From an optimization exercise on the open Yosys and OpenROAD flow, aimed at a short achievable clock period and few clock cycles; shortcuts taken in it are not production practice.
Only simulation tests tie the RTL to the original design; equivalence was not proved.
Power is estimated from default activity; no workload was simulated.

==> run a <==
## mipse
module mipse(
input clk, rst_n,
input [32-1:0] instr,
input [32-1:0] readdata,
output reg [32-1:0] pc,
output [32-1:0] aluout,
output [32-1:0] writedata,
output memwrite);
reg [32-1:0] instrD, pcplus4D;
wire stall, mispredE, predD;
wire [32-1:0] pcplus4F;
inc4 inc4_1(.a(pc), .y(pcplus4F));
wire [32-1:0] targetD, redirE;
always @(posedge clk or negedge rst_n) begin
  if (!rst_n) pc <= 0;
  else if (mispredE) pc <= redirE;
  else if (!stall) pc <= predD ? targetD : pcplus4F;
end
reg validD;
always @(posedge clk or negedge rst_n) begin
  if (!rst_n) begin
    instrD <= 0;
    pcplus4D <= 0;
    validD <= 0;
  end else if (!stall) begin
    instrD <= instr;
    pcplus4D <= pcplus4F;
    validD <= ~mispredE;
  end
end
reg [32-1:1] sel1D, sel2D;
reg byp1D, byp2D;
wire wrM_w;
wire [5-1:0] dstM_w;
wire [5-1:0] rsF = instr[25:21], rtF = instr[20:16];
wire [5-1:0] rsH = instrD[25:21], rtH = instrD[20:16];
integer k;
  ...
==> flow/config.mk <==
export PLATFORM = sky130hd
export DESIGN_NAME = mipse
export DESIGN_NICKNAME = mipse
export VERILOG_FILES = /design/flow/design.v
export SDC_FILE = /design/flow/constraint.sdc
export NUM_CORES = 4
export LEC_CHECK = 0
export CAP_MARGIN = 20
export CORE_MARGIN = 2
export CORE_UTILIZATION = 45
export PLACE_DENSITY = 0.65
export SLEW_MARGIN = 20
export SYNTH_HIERARCHICAL = 1
==> flow/constraint.sdc <==
create_clock -name core_clock -period 10.0 [get_ports {clk}]
set_input_delay 2.0000 -clock core_clock [delete_from_list [all_inputs] [get_ports {clk}]]
set_output_delay 2.0000 -clock core_clock [all_outputs]
set_load 0.01 [all_outputs]
standard.sh (not shown) runs the stock make flow with config.mk's settings and CLKGATE_MAP_FILE= SYNTH_SCRIPT=/design/flow/synth_recipe.tcl, a recipe that flattens the netlist after the stock synthesis.
==> flow/flow/run.sh <==
#!/bin/bash
# The standard layout (standard.sh: the standard flow's synthesis script, so the
# same registers with the same names), with these changes to how the layout
# is made:
#  - synthesis: ADDER_MAP_FILE empty, so adders and the multiplier's
#    compressor trees are mapped by ABC like the rest of the logic instead of
#    to fa/ha cells; and ABC may not use the slow 4-input OR/NOR and the
#    non-inverting AND-OR / OR-AND cells listed in flow/synth_dont_use.txt
#    (on top of the platform's own don't-use list);
set -euo pipefail
cd "$(dirname "$0")/.."
MARGIN=$(cat flow/margin.txt)
# the platform's own don't-use list (make's command line replaces it):
# the sky130_fd_sc_hd__ cells of DONT_USE_CELLS in platforms/sky130hd/config.mk
# (the lines of that assignment: it continues while a line ends in a backslash)
PLAT=$(awk '/^export DONT_USE_CELLS \+= / {on=1} on {print; if ($0 !~ /\\$/) exit}' \
  "$FLOW_HOME/platforms/sky130hd/config.mk" | grep -o 'sky130_fd_sc_hd__[a-z0-9_]*' | tr '\n' ' ')
EXTRA=""
for c in $(cat flow/synth_dont_use.txt); do
  for s in 0 1 2 4; do EXTRA="$EXTRA sky130_fd_sc_hd__${c}_$s"; done
done
echo "synthesis don't-use list: $PLAT $EXTRA" > synth_dont_use.log
bash standard.sh ADDER_MAP_FILE= "DONT_USE_CELLS=$PLAT $EXTRA" synth > make_synth.log 2>&1
bash standard.sh SETUP_SLACK_MARGIN=$MARGIN finish > make_finish.log 2>&1
==> flow/flow/margin.txt <==
6.5
==> flow/flow/synth_dont_use.txt <==
or4 or4b or4bb nor4 nor4b nor4bb or3 or3b a21o a21bo a22o a2bb2o a211o a221o a2111o a31o a32o a311o a41o o21a o21ba o22a o2bb2a o211a o221a o2111a o31a o32a o311a o41a and4 and4b and4bb
==> inputs of run b, as changes to run a <==
--- a/flow/config.mk
+++ b/flow/config.mk
@@ -8,6 +8,6 @@
 export CAP_MARGIN = 20
 export CORE_MARGIN = 2
-export CORE_UTILIZATION = 45
-export PLACE_DENSITY = 0.65
+export CORE_UTILIZATION = 55
+export PLACE_DENSITY = 0.72
 export SLEW_MARGIN = 20
 export SYNTH_HIERARCHICAL = 1
==> qor summary <==
| metric | run b | run a |
|---|---|---|
| Vias in the first global route | 77,463 | 76,479 |
| Layout Area Growth over Synthesis | 16.5% | 15.2% |
| Switching fraction of total power | 42.8% | 42.9% |
| Setup bufs post-CTS | 154 | 151 |
| Result of the run | timing/DRC/antenna clean | timing/DRC/antenna clean |
| Area of the multi-input gates | 0.0485 mm² | 0.0477 mm² |
| Number of well taps | 2,204 | 2,688 |
| Post-route setup slack | 5.93 ns | 6.00 ns |
| Minimum clock period | 4.07 ns | 4.00 ns |
| Skew-Pair Late Insertion Delay | 0.87 ns | 0.85 ns |
| Clock network fraction of total power | 18.4% | 18.2% |
| Routed wire length | 362,000 µm | 364,000 µm |
| Fraction of area in registers | 40.0% | 40.5% |
| Count of inverters other than clock inverters in the layout | 200 | 201 |
| Setup slack, reg-to-reg | 5.93 ns | 6.00 ns |
| Overall die area | 0.172 mm² | 0.209 mm² |
| Vert. Die Dim | 414 µm | 457 µm |
| Data arrival time at the worst-slack endpoint | 4.81 ns | 4.70 ns |
Testbench counts of run a, summed over its fixed seeds: cycles 16,224.
Testbench counts of run b, summed over its fixed seeds: cycles 16,224.

## separate check: timing with driven ports
The results above use ideal ports. As a check the final layouts listed here were re-extracted and re-timed, cells and wires unchanged.
Step 1 assumes that a clkbuf_16 drives the clock port and a buf_2 every other input.
Step 2 also shifts input and output timing later by t, the mid clock arrival at the registers, as if the neighbouring blocks saw the same clock.
Slacks: ideal ports / drivers / drivers and shift; pairs: ideal ports / drivers.
run	t (ns)	slack for setup (ns)	slew at the worst register clock pin (ns)	worst data-port slew with drivers (ns)	cell pins on the clock port's net
run a	0.899	6.001 / 6.001 / 5.417	0.07 / 0.07	0.17	1
run b	0.927	5.930 / 5.930 / 5.450	0.07 / 0.07	0.07	1
After both steps every run listed still meets setup and hold. The setup slack of run a, which loses most, moves by 0.000 ns with the drivers and by -0.584 ns with both steps.
